Background: an optimization exercise with open tools, aiming at small area. Do not read the settings as production practice.
Function was checked by simulation only, so behaviour that the tests miss may differ from the original.
Power figures rest on the tool's default switching activity, not on a simulated workload.

File: flow/config.mk
export PLATFORM = sky130hd
export DESIGN_NAME = relogio_simples_top
export DESIGN_NICKNAME = relogio_simples_top
export VERILOG_FILES = /design/flow/design.v
export SDC_FILE = /design/flow/constraint.sdc
export NUM_CORES = 4
export LEC_CHECK = 0
export CAP_MARGIN = 20
export CORE_MARGIN = 2
export CORE_UTILIZATION = 40
export SLEW_MARGIN = 20
File: flow/constraint.sdc
create_clock -name core_clock -period 10.0 [get_ports {clk}]
set_input_delay 2.0000 -clock core_clock [delete_from_list [all_inputs] [get_ports {clk}]]
set_output_delay 2.0000 -clock core_clock [all_outputs]
set_load 0.01 [all_outputs]
File: flow/design.v
module relogio_simples_top(
    input wire btn_mode,
    input wire reset,
    input wire btn_start,
    input wire btn_change,
    input wire clk,
    output wire [6:0] HEX0,
    output wire [6:0] HEX1,
    output wire [6:0] HEX2,
    output wire [6:0] HEX3,
    output wire [6:0] HEX4,
    output wire [6:0] HEX5,
    output wire [2:0] LED
);
    function [3:0] u_next;
        input [3:0] q;
        begin
            u_next[0] = (~q[0]);
            u_next[1] = (~q[0] & q[1]) | (q[0] & ~q[1] & ~q[3]);
            u_next[2] = (~q[0] & q[2]) | (q[0] & q[1] & ~q[2]) | (~q[1] & q[2]);
            u_next[3] = (~q[0] & q[3]) | (q[0] & q[1] & q[2]);
        end
    endfunction
    function [0:0] u_is9;
        input [3:0] q;
        begin
            u_is9[0] = (q[0] & q[3]);
        end
    endfunction
    function [0:0] u_is3;
        input [3:0] q;
        begin
            u_is3[0] = (q[0] & q[1] & ~q[2]);
        end
    endfunction
    function [0:0] u_gt3;
        input [3:0] q;
        begin
            u_gt3[0] = (q[2]) | (q[3]);
        end
    endfunction
    function [6:0] u_seg;
        input [3:0] q;
        begin
            u_seg[0] = (~q[0] & ~q[1] & q[2]) | (q[0] & ~q[1] & ~q[2] & ~q[3]) | (q[1] & q[3]);
            u_seg[1] = (~q[0] & q[1] & q[2]) | (q[0] & ~q[1] & q[2]) | (q[1] & q[3]);
            u_seg[2] = (~q[0] & q[1] & ~q[2]) | (q[1] & q[3]);
            u_seg[3] = (~q[0] & ~q[1] & q[2]) | (q[0] & ~q[1] & ~q[2]) | (q[0] & q[1] & q[2]);
            u_seg[4] = (q[0]) | (~q[1] & q[2]);
            u_seg[5] = (q[0] & q[1]) | (q[0] & ~q[2] & ~q[3]) | (q[1] & ~q[2]);
            u_seg[6] = (q[0] & q[1] & q[2]) | (~q[1] & ~q[2] & ~q[3]);
        end
    endfunction
    function [2:0] t_next;
        input [2:0] q;
        begin
            t_next[0] = (q[0] & ~q[2]) | (q[1] & ~q[2]);
            t_next[1] = (~q[0]);
            t_next[2] = (~q[1] & ~q[2]);
        end
    endfunction
    function [0:0] t_is5;
        input [2:0] q;
        begin
            t_is5[0] = (q[0] & q[2]);
        end
    endfunction
    function [6:0] t_seg;
        input [2:0] q;
        begin
            t_seg[0] = (q[0] & ~q[1] & ~q[2]) | (q[1] & q[2]);
            t_seg[1] = (q[0] & q[2]);
            t_seg[2] = (~q[0] & q[1] & ~q[2]) | (q[0] & q[1] & q[2]);
            t_seg[3] = (q[0] & ~q[1] & ~q[2]) | (q[1] & q[2]);
            t_seg[4] = (q[0]) | (q[2]);
            t_seg[5] = (q[1]);
            t_seg[6] = (~q[0] & ~q[1]) | (q[1] & q[2]);
        end
    endfunction
    function [1:0] h_next;
        input [1:0] q;
        begin
            h_next[0] = (~q[0] & ~q[1]);
            h_next[1] = (q[0]);
        end
    endfunction
    function [0:0] h_is1;
        input [1:0] q;
        begin
            h_is1[0] = (q[0]);
        end
    endfunction
    function [0:0] h_is2;
        input [1:0] q;
        begin
            h_is2[0] = (q[1]);
        end
    endfunction
    function [6:0] h_seg;
        input [1:0] q;
        begin
            h_seg[0] = (q[0]);
            h_seg[1] = (q[0] & q[1]);
            h_seg[2] = (q[1]);
            h_seg[3] = (q[0]);
            h_seg[4] = (q[0]);
            h_seg[5] = (q[0]) | (q[1]);
            h_seg[6] = (q[0]) | (~q[1]);
        end
    endfunction
    reg [1:0] st;
    wire crono = st[0];
    wire cfg = st[1] & ~st[0];
    reg prev_start, prev_change;
    reg [1:0] mode_sync;
    reg mode_stable, prev_mode;
    reg [8:0] db;            
    reg [2:0] cd;            
    wire click_start = btn_start & ~prev_start;
    wire click_change = btn_change & ~prev_change;
    wire click_mode = mode_stable & ~prev_mode;
    wire diff = mode_sync[1] ^ mode_stable;
    wire hit = db[0] & ~db[1] & db[2] & ~db[5] & ~db[6] & ~db[7] & ~db[8];
    wire dbfb = ~(db[8] ^ db[1]);
    wire [5:0] sel;
    assign sel[0] = ~cd[2] & ~cd[0];
    assign sel[1] = ~cd[1] & cd[0];
    assign sel[2] = ~cd[2] & cd[1];
    assign sel[3] = cd[2] & cd[0];
    assign sel[4] = cd[1] & ~cd[0];
    assign sel[5] = cd[2] & ~cd[1];
    always @(posedge clk) begin
        prev_start <= btn_start;
        prev_change <= btn_change;
        prev_mode <= mode_stable;
        db <= (diff & ~hit) ? {db[7:0], dbfb} : 9'd0;
    end
    always @(posedge clk or negedge reset) begin
        if (!reset) begin
            mode_sync <= 2'b00;
            mode_stable <= 1'b0;
            st <= 2'b00;
            cd <= 3'b000;
        end else begin
            mode_sync <= {mode_sync[0], btn_mode};
            if (diff & hit) mode_stable <= mode_sync[1];
            st[0] <= click_mode ? ~st[0] & ~st[1] : st[0];
            st[1] <= st[0] ? (click_mode | (st[1] ^ click_start)) : (st[1] & ~click_mode);
            if (cfg) begin
                if (click_start) cd <= {cd[1:0], ~cd[2]};
                else if (click_mode) cd <= 3'b000;
            end
        end
    end
    assign LED[2] = ~(st[0] | st[1]);
    assign LED[1] = crono;
    assign LED[0] = cfg;
    reg [12:0] pisca_lo;
    reg pisca_hi;
    wire pz = ~|pisca_lo[11:0];
    wire pfb = pisca_lo[12] ^ pisca_lo[4] ^ pisca_lo[1] ^ pisca_lo[0] ^ pz;
    always @(posedge clk or negedge reset)
        if (!reset) begin
            pisca_lo <= 13'd0;
            pisca_hi <= 1'b0;
        end else begin
            pisca_lo <= {pisca_lo[11:0], pfb};
            pisca_hi <= pisca_hi ^ (pisca_lo[12] & pz);
        end
    reg [14:0] w_pre;
    reg [3:0] w_su, w_mu, w_hu;
    reg [2:0] w_sd, w_md;
    reg [1:0] w_hd;
    wire ca = cfg & click_change;
    wire w_tick = ~cfg & (&w_pre);
    wire w_c1 = w_tick & u_is9(w_su);
    wire w_c2 = w_c1 & t_is5(w_sd);
    wire w_c3 = w_c2 & u_is9(w_mu);
    wire w_c4 = w_c3 & t_is5(w_md);
    wire w_hwrap = u_is9(w_hu) | (h_is2(w_hd) & u_is3(w_hu));
    always @(posedge clk or negedge reset) begin
        if (!reset) begin
            w_pre <= 15'd0;
            w_su <= 4'd0; w_sd <= 3'd0; w_mu <= 4'd0; w_md <= 3'd0; w_hu <= 4'd0; w_hd <= 2'd0;
        end else begin
            if (~cfg) w_pre <= w_pre + 15'd1;
            if (w_tick | (ca & sel[0])) w_su <= u_next(w_su);
            if (w_c1 | (ca & sel[1])) w_sd <= t_next(w_sd);
            if (w_c2 | (ca & sel[2])) w_mu <= u_next(w_mu);
            if (w_c3 | (ca & sel[3])) w_md <= t_next(w_md);
            if (ca & sel[5] & h_is1(w_hd) & u_gt3(w_hu)) w_hu <= 4'd0;
            else if (w_c4 | (ca & sel[4])) w_hu <= w_hwrap ? 4'd0 : u_next(w_hu);
            if ((w_c4 & w_hwrap) | (ca & sel[5])) w_hd <= h_next(w_hd);
        end
    end
    reg [14:0] c_pre;
    reg [3:0] c_su, c_mu, c_hu;
    reg [2:0] c_sd, c_md;
    reg [1:0] c_hd;
    wire run = st[0] & st[1];
    wire c_clr = ~st[0] | btn_change;
    wire c_tick = run & (&c_pre);
    wire c_c1 = c_tick & u_is9(c_su);
    wire c_c2 = c_c1 & t_is5(c_sd);
    wire c_c3 = c_c2 & u_is9(c_mu);
    wire c_c4 = c_c3 & t_is5(c_md);
    wire c_hwrap = u_is9(c_hu) | (h_is2(c_hd) & u_is3(c_hu));
    always @(posedge clk) begin
        if (c_clr) begin
            c_pre <= 15'd0;
            c_su <= 4'd0; c_sd <= 3'd0; c_mu <= 4'd0; c_md <= 3'd0; c_hu <= 4'd0; c_hd <= 2'd0;
        end else begin
            if (run) c_pre <= c_pre + 15'd1;
            if (c_tick) c_su <= u_next(c_su);
            if (c_c1) c_sd <= t_next(c_sd);
            if (c_c2) c_mu <= u_next(c_mu);
            if (c_c3) c_md <= t_next(c_md);
            if (c_c4) c_hu <= c_hwrap ? 4'd0 : u_next(c_hu);
            if (c_c4 & c_hwrap) c_hd <= h_next(c_hd);
        end
    end
    wire bl = pisca_hi & cfg;
    assign HEX0 = u_seg((st[0] ? c_su : w_su) | {4{bl & sel[0]}});
    assign HEX1 = t_seg((st[0] ? c_sd : w_sd) | {3{bl & sel[1]}});
    assign HEX2 = u_seg((st[0] ? c_mu : w_mu) | {4{bl & sel[2]}});
    assign HEX3 = t_seg((st[0] ? c_md : w_md) | {3{bl & sel[3]}});
    assign HEX4 = u_seg((st[0] ? c_hu : w_hu) | {4{bl & sel[4]}});
    assign HEX5 = h_seg((st[0] ? c_hd : w_hd) | {2{bl & sel[5]}});
endmodule
File: flow/flow/run.sh
#!/bin/bash
# Own layout flow: the standard ORFS flow (standard.sh) with
#  - synthesis: the standard script (synth_recipe.tcl), with ABC's mapping
#    script replaced by an area-oriented one (flow/area.abc); registers are
#    untouched, so their names, count and cells are the standard ones;
#  - port buffers of the smallest buffer (buf_1);
#  - a clock tree of clkbuf_8 without dummy loads;
#  - logic cells oversized by synthesis replaced by their smallest variant
#    before placement (flow/downsize.tcl); later repair steps resize as needed.
set -euo pipefail
here=$(pwd)
export FLOW_ABC_SCRIPT="$here/flow/area.abc"
export BUFFER_PORTS_ARGS="-buffer_cell sky130_fd_sc_hd__buf_1"
export CTS_ARGS="-repair_clock_nets -dont_use_dummy_load -buf_list {sky130_fd_sc_hd__clkbuf_8}"
export PRE_GLOBAL_PLACE_TCL="$here/flow/downsize.tcl"
printf 'source %s\nsource %s\n' "$here/flow/abc_override.tcl" "$here/synth_recipe.tcl" > "$here/flow_synth.tcl"
bash standard.sh SYNTH_SCRIPT="$here/flow_synth.tcl" finish > "$here/standard_flow.log" 2>&1
File: flow/flow/abc_override.tcl
# Run Yosys's abc with the flow's own ABC script in place of ORFS's.
proc abc {args} {
  set i [lsearch -exact $args -script]
  if {$i >= 0} { lset args [expr {$i + 1}] $::env(FLOW_ABC_SCRIPT) }
  yosys abc {*}$args
}
File: flow/flow/area.abc
&get -n
&st
&deepsyn -T 10
&put
dch -f
amap
topo
File: flow/flow/downsize.tcl
# Replace each logic cell of drive strength above 1 by its _1 (or _0) variant
# when the library has one; timing is checked and repaired later in the flow.
set block [ord::get_db_block]
set n 0
foreach inst [$block getInsts] {
  set m [[$inst getMaster] getName]
  if {[regexp {^(sky130_fd_sc_hd__[a-z0-9]+)_([0-9]+)$} $m -> base drv]} {
    if {$drv > 1 && ![string match "*dfrtp*" $m] && ![string match "*clk*" $m]} {
      foreach d {1 0} {
        set cand "${base}_$d"
        if {[get_lib_cells -quiet */$cand] ne ""} {
          if {$cand ne $m} {
            replace_cell [$inst getName] $cand
            incr n
          }
          break
        }
      }
    }
  }
}
puts "downsize: replaced $n cells"
File: flow/standard.sh
#!/bin/bash
# synth_recipe.tcl (not shown) runs the flow's synth.tcl, then flattens the netlist and writes it again
# the make line also repeats each setting of config.mk as NAME=value (left out here)
make -C /OpenROAD-flow-scripts/flow DESIGN_CONFIG=/design/flow/config.mk WORK_HOME=/design/flow/orfs CLKGATE_MAP_FILE= SYNTH_SCRIPT=/design/flow/synth_recipe.tcl "${@:-finish}"
==> flow_summary.toml, run 1 <==
[status]
status = "timing/DRC/antenna clean"

[synth]
synth-compound-area-share_pct = 19.4
synth_cell_types = 36
yosys_register_bits = 104
synthCells = 529
synth_fp_nets = 536
netlist_area_sq_um = 4470
synth.largest_area_cell = "dfrtp_1"
yosys_warnings = 1
synth-adder-area-share_pct = 0.560
synth_top_family_by_area = "compound AO/OA/AOI/OAI gates"
synth_ff_type = "dfrtp_1"
synth_edf_count = 0
synthTopCellsByArea = "dfrtp_1, dfxtp_1, clkinv_1"
synth.avg_cell_area_sq_um = 8.45
ys_seq_area_share_pct = 53.0
synthArstFlopShare_pct = 54.8
yosys.area.top_type_share_pct = 31.9
synth_mux_area_share_pct = 0
synthSimpleGateAreaFrac_pct = 18.8
synth_xor_area_share_pct = 0.196

[layout]
final_common_cell = "clkinv_1"
finalInstanceArea_sq_um = 4920
diodes = 0
layout.cells.non_filler = 723
nets = 592
syn2layout_area_growth_pct = 10.2
mostFrequentLayoutCells = "clkinv_1, nor2_1, dfrtp_1"
drive_above_1_share_pct = 2.06
fill_cells = 1081

[floorplan]
initial_utilization_pct = 41.0
die_area_sq_um = 12000
fp.dieW_microns = 110
die_y_microns = 110
io-pin-count = 50
core_area_sq_um = 10900
fp-row-count = 38

[sta]
min_period_ns = 5.77
tns_ns = 0
fin_skew_ns = 0.0367
whs_ns = 0.353
final_hold_viol_count = 0
maxSlewHeadroom_pct = 44.2
worst_pin_slew_ns = 0.837
rsz0062_at_grt = "false"
clock.fmax_mhz = 173
drv_slew = 0
finalCritPeriodShare_pct = 57.7
setup_viol_count_final = 0

[pwr]
p_per_area_nw_per_um2 = 270
ir_worst_vdd_uv = 129
p_leak_uw = 0.00182
p_total_uw = 1330

[worst_setup_path]
crit_arrival_ns = 3.77
path_class = "flip-flop to output port"
critPathCaptureType = "output port"
cp-start-kind = "flip-flop"
path_max_fanout = 24
worstPathRequired_ns = 8.00

[clock_network]
cts_buffers = 9
post-cts-setup-buffers = 0
cts_sinks = 104
h-tree-depth = 3
cts_tree = "done"
cts_hold_buf = 0
clk_latency_ns = 0.37
cts_buffer_depth = 2
path_clk_slew_ns = 0.08
cts_resized = 0
cts_root_buffer = "clkbuf_8"

[drt]
wirelength_microns = 9010
drtPass1Iterations = 4
wl_per_cell_microns = 12.5
drtIter0Drc = 137
num_vias = 3681
drc = 0
via_per_inst = 5.09
antenna_left = 0

[global_routing]
grt_usage_pct = 16.2
overflow = 0
grt_max_degree = 58
grt_pass1_wl_microns = 15200
antenna_found_initial = 0
grt_pass1_vias = 3432

[placement]
gp_congestion = 0.831
place_hpwl_microns = 6640
placedInstanceArea_sq_um = 4800
port_buffers = 49
place_inst = 714

[job]
max_cap_violations = 0

[hold_path]
worstHoldPathType = "flip-flop to flip-flop"
## path summary, 6_finish.rpt
path	start	end	slack [ns]	depth (start not counted)
worst max-delay path	st[0]$_DFFE_PN0P_	HEX0[4]	4.23	8
worst min-delay path	mode_sync[0]$_DFF_PN0_	mode_sync[1]$_DFF_PN0_	0.35	0
worst max register to register	st[0]$_DFFE_PN0P_	w_hu[0]$_DFFE_PN0P_	4.83	24
worst min register to register	mode_sync[0]$_DFF_PN0_	mode_sync[1]$_DFF_PN0_	0.35	0
max in group asynchronous	reset	w_sd[0]$_DFFE_PN0P_	7.75	2
min in group asynchronous	reset	pisca_lo[9]$_DFF_PN0_	1.75	2
## critical path, cell delays in order, from the launching register on
cell      delay (ns)
dfrtp_1         0.90
clkinv_1        0.83
o22ai_1         0.55
clkinv_1        0.18
o211ai_1        0.24
nor2b_1         0.24
clkinv_1        0.13
or2_0           0.21
buf_1           0.13
## area by class of cell
| cell class | count | area (sq um) | area share [%] |
|---|---|---|---|
| clock buffers | 9 | 124 | 2.52 |
| multi-input cells | 335 | 1740 | 35.4 |
| inverters | 84 | 315 | 6.41 |
| flip-flops and latches | 104 | 2370 | 48.1 |
| well taps | 140 | 175 | 3.56 |
| repair buffers | 51 | 200 | 4.07 |
## flip-flops by register name (all words and copies together), names as in the netlist, 3 cells and up
name,cells
cd,3
c_pre,15
w_sd,3
db,9
w_hu,4
c_mu,4
c_md,3
c_su,4
w_mu,4
w_su,4
w_md,3
pisca_lo,13
c_hu,4
w_pre,15
c_sd,3
## where the power goes
part           switching, uW  leakage (uW)  internal [uW]
Combinational            376      0.000688            187
Clock                    123     0.0000647           81.1
Sequential              69.4       0.00107            491
Total                    568       0.00182            759
## cells in the mapped netlist (all sizes together), types with 2 or more instances
master,number
or4,2
and2,5
a22oi,4
and3,8
ha,2
o31ai,4
buf,6
a221oi,5
nand4,5
o21ai,42
or2,5
dfxtp,47
o211ai,3
nor2b,12
nor2,79
dfrtp,57
o21a,6
a21oi,35
a211oi,10
clkinv,84
a31oi,5
nand3,5
nand2,48
o22ai,24
nor3,15
## logic make-up after synthesis
logic type,count (synthesis)
AOI/OAI and AO/OA,144
xor gates and xnor gates,1
adders and majority gates,2
buffers and inverters,90
DFF,104
and+or+nand+nor,188
## routing by layer
metal,GRT usage (%),vias up,wire length [microns]
met2,26.8,55,4210
li1,-,1910,-
met3,4.62,17,433
met5,0,-,0
met4,7.05,0,219
met1,19.8,1699,4150
## metrics by stage
stage	utilization, %	worst slack (ns)
after global routing	45.2	3.90
after CTS	45.2	4.27
after floorplan	-	5.49
final	45.2	4.23
after global placement	44.1	4.90
after detailed placement	44.1	4.68
==> inputs of run 2 (changes only) <==
--- a/flow/flow/run.sh
+++ b/flow/flow/run.sh
@@ -11,7 +11,7 @@
 here=$(pwd)
 export FLOW_ABC_SCRIPT="$here/flow/area.abc"
 export BUFFER_PORTS_ARGS="-buffer_cell sky130_fd_sc_hd__buf_1"
-export CTS_ARGS="-repair_clock_nets -dont_use_dummy_load -buf_list {sky130_fd_sc_hd__clkbuf_8}"
+export CTS_ARGS="-sink_clustering_enable -repair_clock_nets -dont_use_dummy_load -buf_list {sky130_fd_sc_hd__clkbuf_8} -sink_clustering_size 30 -sink_clustering_max_diameter 150 -distance_between_buffers 500 -branching_point_buffers_distance 500"
 export PRE_GLOBAL_PLACE_TCL="$here/flow/downsize.tcl"
 printf 'source %s\nsource %s\n' "$here/flow/abc_override.tcl" "$here/synth_recipe.tcl" > "$here/flow_synth.tcl"
 bash standard.sh SYNTH_SCRIPT="$here/flow_synth.tcl" finish > "$here/standard_flow.log" 2>&1
==> run 2 against run 1 <==
Still clean. Core utilization stayed put. Via count unchanged. Worst setup slack is the same. Register-to-register slack about the same. Count of clock-buffer cells in the layout unchanged. Critical path depth stayed put. Critical path type unchanged.
==> flow_summary.toml, run 2 <==
[clock_network]
cts_resized = 0
path_clk_slew_ns = 0.08
cts_root_buffer = "clkbuf_8"
cts_tree = "done"
post-cts-setup-buffers = 0
cts_hold_buf = 0
cts_buffer_depth = 2
clk_latency_ns = 0.37
h-tree-depth = 3
cts_sinks = 104
cts_buffers = 9

[worst_setup_path]
rr_endpoint = "w_hu[0]$_DFFE_PN0P_"
r2r_cells = 24
worstPathRequired_ns = 8.00
cp_slowest_stage_delay_ns = 0.90
path_class = "flip-flop to output port"
r2r_start = "st[0]$_DFFE_PN0P_"
critPathCaptureType = "output port"
cpMaxStageDelayCell = "dfrtp_1"
regToRegSetupSlack_ns = 4.83
cp_cell_sequence = "clkinv_1 -> o22ai_1 -> clkinv_1 -> o211ai_1 -> nor2b_1 -> clkinv_1 -> or2_0 -> buf_1"
path_max_fanout = 24
cp_common_cell = "clkinv_1"
crit_arrival_ns = 3.77
cp-start-kind = "flip-flop"
cp_num_buf_inv = 4
cp_top_family = "buffers and inverters"

[hold_path]
hold_path_depth = 0
hold_start = "mode_sync[0]$_DFF_PN0_"
worstHoldPathType = "flip-flop to flip-flop"
hold_end = "mode_sync[1]$_DFF_PN0_"

[layout]
syn2layout_area_growth_pct = 10.2
fill_cells = 1081
drive_above_1_share_pct = 2.06
diodes = 0
largestRegisters = "c_pre (15), w_pre (15), pisca_lo (13)"
mostFrequentLayoutCells = "clkinv_1, nor2_1, dfrtp_1"
multiInputGateArea_sq_um = 1740
fin_util_pct = 45.2
seqCellArea_sq_um = 2370
nets = 592
final_common_cell = "clkinv_1"

[floorplan]
fp.dieW_microns = 110
die_area_sq_um = 12000
fp-row-count = 38
initial_utilization_pct = 41.0
die_y_microns = 110
core_area_sq_um = 10900
io-pin-count = 50

[sta]
final_hold_viol_count = 0
rsz0062_at_grt = "false"
fin_skew_ns = 0.0367
maxSlewHeadroom_pct = 44.2
clock.fmax_mhz = 173
min_period_ns = 5.77
drv_slew = 0
finalCritPeriodShare_pct = 57.7
tns_ns = 0
worst_pin_slew_ns = 0.837
setup_viol_count_final = 0

[global_routing]
grt_max_degree = 58
antenna_found_initial = 0
overflow = 0
grt_pass1_wl_microns = 15200
grt_pass1_vias = 3432
grt_usage_pct = 16.2

[pwr]
p_per_area_nw_per_um2 = 270
ir_worst_vdd_uv = 129
p_leak_uw = 0.00182

[synth]
ys_seq_area_share_pct = 53.0
synth_cell_types = 36
yosys-top-cells-count = "clkinv_1, nor2_1, dfrtp_1, nand2_1, dfxtp_1"
synth.avg_cell_area_sq_um = 8.45
synth_fp_nets = 536
synthCells = 529
yosys.area.top_type_share_pct = 31.9
synthTopCellsByArea = "dfrtp_1, dfxtp_1, clkinv_1"
synth_ff_type = "dfrtp_1"
synth_edf_count = 0
yosys_warnings = 1
synth.largest_area_cell = "dfrtp_1"
synthArstFlopShare_pct = 54.8
yosys_register_bits = 104
synth.most_common_cell = "clkinv_1"
netlist_area_sq_um = 4470

[job]
max_cap_violations = 0

[drt]
drtIter0Drc = 137
num_vias = 3681
drc = 0
drtPass1Iterations = 4
wirelength_microns = 9010
antenna_left = 0
wl_per_cell_microns = 12.5
via_per_inst = 5.09

[placement]
port_buffers = 49
place_hpwl_microns = 6640
gp_congestion = 0.831

[status]
status = "timing/DRC/antenna clean"
## run 2: cell counts in the layout (fill, tap and decap cells not counted)
No cell type changed its count.
## run 2: per-stage QoR
| stage | setup slack, ns | cell area (sq um) | power, uW | hold slack [ns] | cells |
|---|---|---|---|---|---|
| finish | 4.23 | 4920 | 1330 | 0.353 | 723 |
| detailed placement | 4.68 | 4800 | 1130 | 0.335 | 714 |
| global placement | 4.90 | 4800 | 1110 | 0.335 | 714 |
| CTS | 4.27 | 4920 | 1340 | 0.354 | 723 |
| global route | 3.90 | 4920 | 1450 | 0.357 | 723 |
| floorplan | 5.49 | 4470 | 960 | 0.331 | 529 |
## run 2: where the power goes
| group | total (uW) | leakage [uW] | switching [uW] | internal [uW] |
|---|---|---|---|---|
| Sequential | 560 | 0.00107 | 69.4 | 491 |
| Combinational | 563 | 0.000688 | 376 | 187 |
| Clock | 204 | 0.0000647 | 123 | 81.1 |
| Total | 1330 | 0.00182 | 568 | 759 |
## run 2: how the worst max path moves through the flow
stage / startpoint / endpoint / slack (ns) / cells after the start
6_report: st[0]$_DFFE_PN0P_ / HEX0[4] / 4.23 / 8
4_1_cts: st[0]$_DFFE_PN0P_ / HEX4[1] / 4.27 / 8
5_1_grt: st[0]$_DFFE_PN0P_ / HEX0[1] / 3.90 / 9
2_1_floorplan: st[0]$_DFFE_PN0P_ / HEX4[1] / 5.49 / 7
3_5_place_dp: st[0]$_DFFE_PN0P_ / HEX0[4] / 4.68 / 8
3_3_place_gp: st[0]$_DFFE_PN0P_ / HEX4[1] / 4.90 / 8
## run 2: cell type report
type / count / share of cell area [%]
Clock buffer: 9 / 2.52
Inverter: 84 / 6.41
Timing Repair Buffer: 51 / 4.07
Sequential cell: 104 / 48.1
Multi-Input combinational cell: 335 / 35.4
Tap cell: 140 / 3.56
## run 2: kinds of logic (layout without fill, tap and decap cells)
kind of cell	after synthesis	in the layout	share of synthesized area, %
fa+ha+maj	2	2	0.560
buf+inv	90	144	8.06
compound gates	144	144	19.4
xor+xnor	1	1	0.196
simple gates	188	188	18.8
flops	104	104	53.0
## run 2: worst reg2reg max path, delay by kind of cell (launching register included)
kind / cells / cell delay, ns
AO/OA/AOI/OAI: 3 / 0.44
buffers and inverters: 2 / 0.35
flip-flops: 1 / 0.90
AND/OR/NAND/NOR: 19 / 3.33
## run 2: per-layer routing
layer | GRT usage [%] | routed length [microns]
met5 | 0 | 0
met2 | 26.8 | 4210
met3 | 4.62 | 433
met4 | 7.05 | 219
met1 | 19.8 | 4150
==> inputs of run 3 (changes only) <==
--- a/flow/flow/run.sh
+++ b/flow/flow/run.sh
@@ -11,7 +11,7 @@
 here=$(pwd)
 export FLOW_ABC_SCRIPT="$here/flow/area.abc"
 export BUFFER_PORTS_ARGS="-buffer_cell sky130_fd_sc_hd__buf_1"
-export CTS_ARGS="-sink_clustering_enable -repair_clock_nets -dont_use_dummy_load -buf_list {sky130_fd_sc_hd__clkbuf_8} -sink_clustering_size 30 -sink_clustering_max_diameter 150 -distance_between_buffers 500 -branching_point_buffers_distance 500"
+export CTS_ARGS="-sink_clustering_enable -repair_clock_nets -dont_use_dummy_load -buf_list {sky130_fd_sc_hd__clkbuf_8} -sink_clustering_size 25 -sink_clustering_max_diameter 100"
 export PRE_GLOBAL_PLACE_TCL="$here/flow/downsize.tcl"
 printf 'source %s\nsource %s\n' "$here/flow/abc_override.tcl" "$here/synth_recipe.tcl" > "$here/flow_synth.tcl"
 bash standard.sh SYNTH_SCRIPT="$here/flow_synth.tcl" finish > "$here/standard_flow.log" 2>&1
==> run 3 against run 2 <==
Non-clock buffer count stayed put. Largest cell class unchanged. Clock power hardly changed. Critical endpoint is now HEX0[0]. Flip-flop and latch count stayed put. Highest routed layer unchanged. First-iteration DRC count is 62% higher. Synthesized cell count is 1.5% higher. Worst setup slack better by 0.049 ns. Sequential power is 1% higher. Still clean on timing, DRC and antenna.
==> flow_summary.toml, run 3 <==
[drt]
drtPass1Iterations = 4
drtIter0Drc = 222
wirelength_microns = 8890
drc = 0
antenna_left = 0
num_vias = 3670
wl_per_cell_microns = 12.2
via_per_inst = 5.02

[pwr]
seq_power_share_pct = 41.2
p_switching_uw = 598
ir_worst_vdd_uv = 204
p_clk_share_pct = 14.9
p_leak_uw = 0.00184
power_frac_comb_pct = 43.9
p_per_area_nw_per_um2 = 278
switching_share_pct = 43.5
p_int_uw = 775

[clock_network]
cts_root_buffer = "clkbuf_8"
cts_tree = "done"
cts_resized = 0
h-tree-depth = 3
cts_sinks = 104
post-cts-setup-buffers = 0
cts_buffers = 9
path_clk_slew_ns = 0.10
cts_buffer_depth = 2
clk_latency_ns = 0.37
cts_hold_buf = 0

[floorplan]
fp.dieW_microns = 110
die_area_sq_um = 12100
fp-row-count = 38
die_y_microns = 110
core_area_sq_um = 10900
io-pin-count = 50
initial_utilization_pct = 41.2

[worst_setup_path]
path_max_fanout = 24
cp-start-kind = "flip-flop"
crit_arrival_ns = 3.72
critPathCaptureType = "output port"
worstPathRequired_ns = 8.00
path_class = "flip-flop to output port"

[synth]
netlist_area_sq_um = 4480
synthArstFlopShare_pct = 54.8
synthCells = 537
synth_edf_count = 0
synth_cell_types = 34
yosys_warnings = 1
yosys_register_bits = 104
ys_seq_area_share_pct = 52.8
synth.most_common_cell = "clkinv_1"
yosys.area.top_type_share_pct = 31.8
synth.largest_area_cell = "dfrtp_1"
synth_fp_nets = 544
yosys-top-cells-count = "clkinv_1, nor2_1, nand2_1, dfrtp_1, dfxtp_1"
synth.avg_cell_area_sq_um = 8.35
synth_ff_type = "dfrtp_1"
synthTopCellsByArea = "dfrtp_1, dfxtp_1, clkinv_1"

[layout]
drive_above_1_share_pct = 2.03
diodes = 0
fill_cells = 1092
final_common_cell = "clkinv_1"
nets = 600
syn2layout_area_growth_pct = 10.1
largestRegisters = "c_pre (15), w_pre (15), pisca_lo (13)"
mostFrequentLayoutCells = "clkinv_1, nor2_1, nand2_1"
finalInstanceArea_sq_um = 4940

[global_routing]
grt_pass1_vias = 3320
grt_max_degree = 58
antenna_found_initial = 0
grt_usage_pct = 16.1
use_met3_pct = 3.44
gr-max-usage-layer = "met2"
met1_usage_pct = 22.0
met2_usage_pct = 25.4
grt_pass1_wl_microns = 15100
overflow = 0

[status]
status = "timing/DRC/antenna clean"

[sta]
clock.fmax_mhz = 175
tns_ns = 0
final_hold_viol_count = 0
min_period_ns = 5.72
maxSlewHeadroom_pct = 48.9
setup_viol_count_final = 0
worst_pin_slew_ns = 0.766
drv_slew = 0
finalCritPeriodShare_pct = 57.2
rsz0062_at_grt = "false"
fin_skew_ns = 0.0387

[job]
max_cap_violations = 0

[placement]
place_hpwl_microns = 6620
port_buffers = 49
gp_congestion = 0.775
placedInstanceArea_sq_um = 4810

[hold_path]
worstHoldPathType = "flip-flop to flip-flop"
## run 3: changes by cell type in the layout (fill, tap and decap cells not counted), sizes merged, moves of 3 or more
cell / delta
o22ai: +6
o21ai: -7
a21oi: -7
o211ai: -3
a221oi: -3
nand2: +12
or2: -3
nand4: -3
o21a: -3
o32ai: +4
clkinv: +4
nor3: +9
a31oi: +3
## run 3: cell type report
type / count / area (sq um) / area share (%)
Sequential cell: 104 / 2370 / 48.0
Multi-Input combinational cell: 339 / 1740 / 35.2
Inverter: 88 / 330 / 6.69
Timing Repair Buffer: 51 / 200 / 4.06
Tap cell: 140 / 175 / 3.55
Clock buffer: 9 / 124 / 2.51
## run 3: worst paths after layout
path,slack [ns],to,depth (start not counted),from
max in group asynchronous,7.74,w_hu[3]$_DFFE_PN0P_,2,reset
min in group asynchronous,1.75,w_pre[5]$_DFFE_PN0P_,2,reset
worst min-delay path,0.36,mode_sync[1]$_DFF_PN0_,0,mode_sync[0]$_DFF_PN0_
worst min register to register,0.36,mode_sync[1]$_DFF_PN0_,0,mode_sync[0]$_DFF_PN0_
worst max-delay path,4.28,HEX0[0],8,st[0]$_DFFE_PN0P_
worst max register to register,5.14,w_hu[2]$_DFFE_PN0P_,25,st[0]$_DFFE_PN0P_
## run 3: logic make-up (layout without fill, tap and decap cells)
logic type                 count (synthesis)  count (layout)  share of synthesized area [%]
and+or+nand+nor                          202             202                           19.7
AOI/OAI and AO/OA                        134             134                           18.3
xor gates and xnor gates                   1               1                          0.195
adders and majority gates                  2               2                          0.558
buffers and inverters                     94             148                           8.38
DFF                                      104             104                           52.8
## run 3: power by group through the flow
stage	logic, uW	clock network [uW]	registers (uW)
2_1_floorplan	446	0	554
3_3_place_gp	587	0	573
3_5_place_dp	605	0	575
4_1_cts	606	214	566
5_1_grt	693	230	579
6_report	603	204	566
## run 3: layer usage
metal,vias to the layer above,wire [microns],part of all wire [%]
met2,56,3940,44
met5,-,0,0
met3,9,332,3.7
li1,1938,-,-
met4,0,133,1.5
met1,1667,4490,50
## run 3: metrics by stage
stage	utilization, %	power (uW)	setup WS (ns)	hold WS [ns]	std cells
global placement	44.2	1160	4.84	0.337	722
global route	45.3	1500	3.86	0.385	731
floorplan	-	1000	5.37	0.331	537
detailed placement	44.2	1180	4.69	0.347	722
CTS	45.3	1390	4.29	0.369	731
finish	45.3	1370	4.28	0.364	731
## run 3: worst max-delay path, stage by stage (launching register included)
cell      delay [ns]
dfrtp_1         0.84
clkinv_1        0.77
o22ai_1         0.55
clkinv_1        0.16
a31o_1          0.21
a31oi_1         0.20
clkinv_1        0.11
a2111o_1        0.38
buf_1           0.13
==> inputs of run 4 (changes only) <==
==> flow/flow/area.abc (replaced) <==
&get -n
&st
&deepsyn -T 10
&put
strash
dch -f
amap -m
topo
==> run 4 against run 3 <==
Sequential share of layout area decreased by 0.097 points. Highest routed layer unchanged. First-iteration DRC count decreased by 26%. Global-route usage increased by 0.65 points. Via count increased by 1.0%. Non-clock buffer count increased by 1. Critical endpoint unchanged. Still clean. Maximum frequency increased by 16%. Final area increased by 0.20%. Clock power about the same. Combinational power increased by 3%. Die area about the same.
==> flow_summary.toml, run 4 <==
[pwr]
seq_power_share_pct = 40.4
p_per_area_nw_per_um2 = 279
power_frac_comb_pct = 44.8
p_int_uw = 779
p_leak_uw = 0.00185
p_clk_share_pct = 14.8
ir_worst_vdd_uv = 177
switching_share_pct = 43.6
p_switching_uw = 603

[global_routing]
overflow = 0
antenna_found_initial = 0
grt_pass1_vias = 3504
grt_max_degree = 58
grt_pass1_wl_microns = 15600
grt_usage_pct = 16.8

[layout]
seqCellArea_sq_um = 2370
drive_above_1_share_pct = 2.19
mostFrequentLayoutCells = "clkinv_1, nor2_1, nand2_1"
final_common_cell = "clkinv_1"
largestRegisters = "c_pre (15), w_pre (15), pisca_lo (13)"
syn2layout_area_growth_pct = 10.3
multiInputGateArea_sq_um = 1740
diodes = 0
fin_util_pct = 45.4
fill_cells = 1073
nets = 603

[sta]
fin_skew_ns = 0.0320
tns_ns = 0
finalCritPeriodShare_pct = 49.5
min_period_ns = 4.95
maxSlewHeadroom_pct = 52.0
rsz0062_at_grt = "false"
final_hold_viol_count = 0
worst_pin_slew_ns = 0.721
clock.fmax_mhz = 202
setup_viol_count_final = 0
drv_slew = 0

[synth]
synthTopCellsByArea = "dfrtp_1, dfxtp_1, clkinv_1"
synth_fp_nets = 546
synth_ff_type = "dfrtp_1"
netlist_area_sq_um = 4480
yosys_register_bits = 104
ys_seq_area_share_pct = 52.8
synthArstFlopShare_pct = 54.8
synth.avg_cell_area_sq_um = 8.32
synth_cell_types = 34
synth.most_common_cell = "clkinv_1"
synthCells = 539
synth_edf_count = 0
synth.largest_area_cell = "dfrtp_1"
yosys.area.top_type_share_pct = 31.8
yosys_warnings = 1
yosys-top-cells-count = "clkinv_1, nor2_1, nand2_1, dfrtp_1, dfxtp_1"

[drt]
num_vias = 3708
via_per_inst = 5.05
drtPass1Iterations = 4
wirelength_microns = 9170
drc = 0
antenna_left = 0
wl_per_cell_microns = 12.5
drtIter0Drc = 164

[worst_setup_path]
worstPathRequired_ns = 8.00
path_max_fanout = 23
cp-start-kind = "flip-flop"
r2r_cells = 27
r2r_start = "c_pre[1]$_SDFFE_PP0P_"
regToRegSetupSlack_ns = 5.48
rr_endpoint = "c_hd[0]$_SDFFE_PP0P_"
crit_arrival_ns = 2.95
critPathCaptureType = "output port"
cp-startpoint = "st[0]$_DFFE_PN0P_"
path_class = "flip-flop to output port"
cp-endpoint = "HEX0[0]"

[floorplan]
die_area_sq_um = 12100
core_area_sq_um = 10900
fp.dieW_microns = 110
die_y_microns = 110
initial_utilization_pct = 41.2
fp-row-count = 38
io-pin-count = 50

[clock_network]
post-cts-setup-buffers = 0
cts_buffer_depth = 2
h-tree-depth = 3
cts_tree = "done"
path_clk_slew_ns = 0.10
cts_hold_buf = 0
cts_root_buffer = "clkbuf_8"
cts_buffers = 9
cts_sinks = 104
cts_resized = 0
clk_latency_ns = 0.37

[status]
status = "timing/DRC/antenna clean"

[placement]
gp_congestion = 0.780
place_hpwl_microns = 6940
port_buffers = 49

[hold_path]
hold_start = "mode_sync[0]$_DFF_PN0_"
worstHoldPathType = "flip-flop to flip-flop"

[job]
max_cap_violations = 0
[run 4: worst max-delay path, cell delays in order, from the launching register on]
cell	delay [ns]
dfrtp_1	0.36
clkinv_1	0.52
o22ai_1	0.46
clkinv_1	0.20
a31o_1	0.25
a31oi_1	0.19
clkinv_1	0.11
a2111o_1	0.36
buf_1	0.13
[run 4: cell type report]
| type | count | share of cell area (%) |
|---|---|---|
| flip-flops and latches | 104 | 47.9 |
| clock buffers | 9 | 2.50 |
| well taps | 140 | 3.54 |
| multi-input cells | 341 | 35.2 |
| repair buffers | 52 | 4.20 |
| inverters | 88 | 6.68 |
[run 4: power groups by stage]
stage               clock (uW)  combinational (uW)  sequential (uW)
floorplan                    0                 446              555
global placement             0                 609              566
detailed placement           0                 626              566
CTS                        215                 627              557
global route               234                 712              569
finish                     205                 620              558
[run 4: cell families (layout without fill, tap and decap cells)]
family          after synthesis  after routing  share of synthesized area [%]
simple gates                204            204                           19.8
compound gates              134            134                           18.3
flops                       104            104                           52.8
buf+inv                      94            149                           8.37
fa+ha+maj                     2              2                          0.558
xor+xnor                      1              1                          0.195
[run 4: worst min path at each step]
stage	endpoint	slack [ns]	cells past startpoint
6_report	mode_sync[1]$_DFF_PN0_	0.36	0
3_3_place_gp	mode_sync[1]$_DFF_PN0_	0.33	0
5_1_grt	mode_sync[1]$_DFF_PN0_	0.36	0
4_1_cts	mode_sync[1]$_DFF_PN0_	0.36	0
2_1_floorplan	mode_sync[1]$_DFF_PN0_	0.33	0
3_5_place_dp	mode_sync[1]$_DFF_PN0_	0.33	0
[run 4: metal layers]
metal | up-vias | track usage (%) | wire [microns]
li1 | 1949 | - | -
met1 | 1695 | 20.5 | 4270
met2 | 60 | 28.4 | 4370
met3 | 4 | 5.51 | 468
met4 | 0 | 4.34 | 70
met5 | - | 0 | 0
[run 4: stage by stage]
stage	total power, uW	setup slack [ns]	cell area, sq um	cells	hold slack [ns]
2_1_floorplan	1000	5.37	4480	539	0.331
3_3_place_gp	1180	5.58	4820	725	0.333
3_5_place_dp	1190	5.45	4820	725	0.335
4_1_cts	1400	5.02	4950	734	0.356
5_1_grt	1510	4.74	4950	734	0.360
6_report	1380	5.05	4950	734	0.356

-- port drivers added, routing unchanged --
Ports are ideal in the flow. The routed layouts listed here were re-timed in OpenROAD. Step 1, drivers: a clkbuf_16 drives clk and a buf_2 each remaining input, both assumed. Step 2 adds t to the input delays and takes it off the output delays; t is the mean of the earliest and latest rising clock arrival at the registers after step 1. Input paths then give back, and output paths get back, about the clock's delay inside the block. Slacks: ideal / step 1 / step 2; pairs: ideal / step 1.
run | t (ns) | setup WS [ns] | hold slack, ns | worst setup path at the end
run 1 | 0.387 | 4.230 / 4.197 / 4.583 | 0.353 / 0.353 / 0.353 | register to output
run 2 | 0.387 | 4.230 / 4.197 / 4.583 | 0.353 / 0.353 / 0.353 | register to output
run 3 | 0.385 | 4.280 / 4.246 / 4.631 | 0.364 / 0.364 / 0.364 | register to output
run 4 | 0.392 | 5.050 / 5.015 / 5.407 | 0.356 / 0.356 / 0.356 | register to output
After both steps every run listed still meets setup and hold.
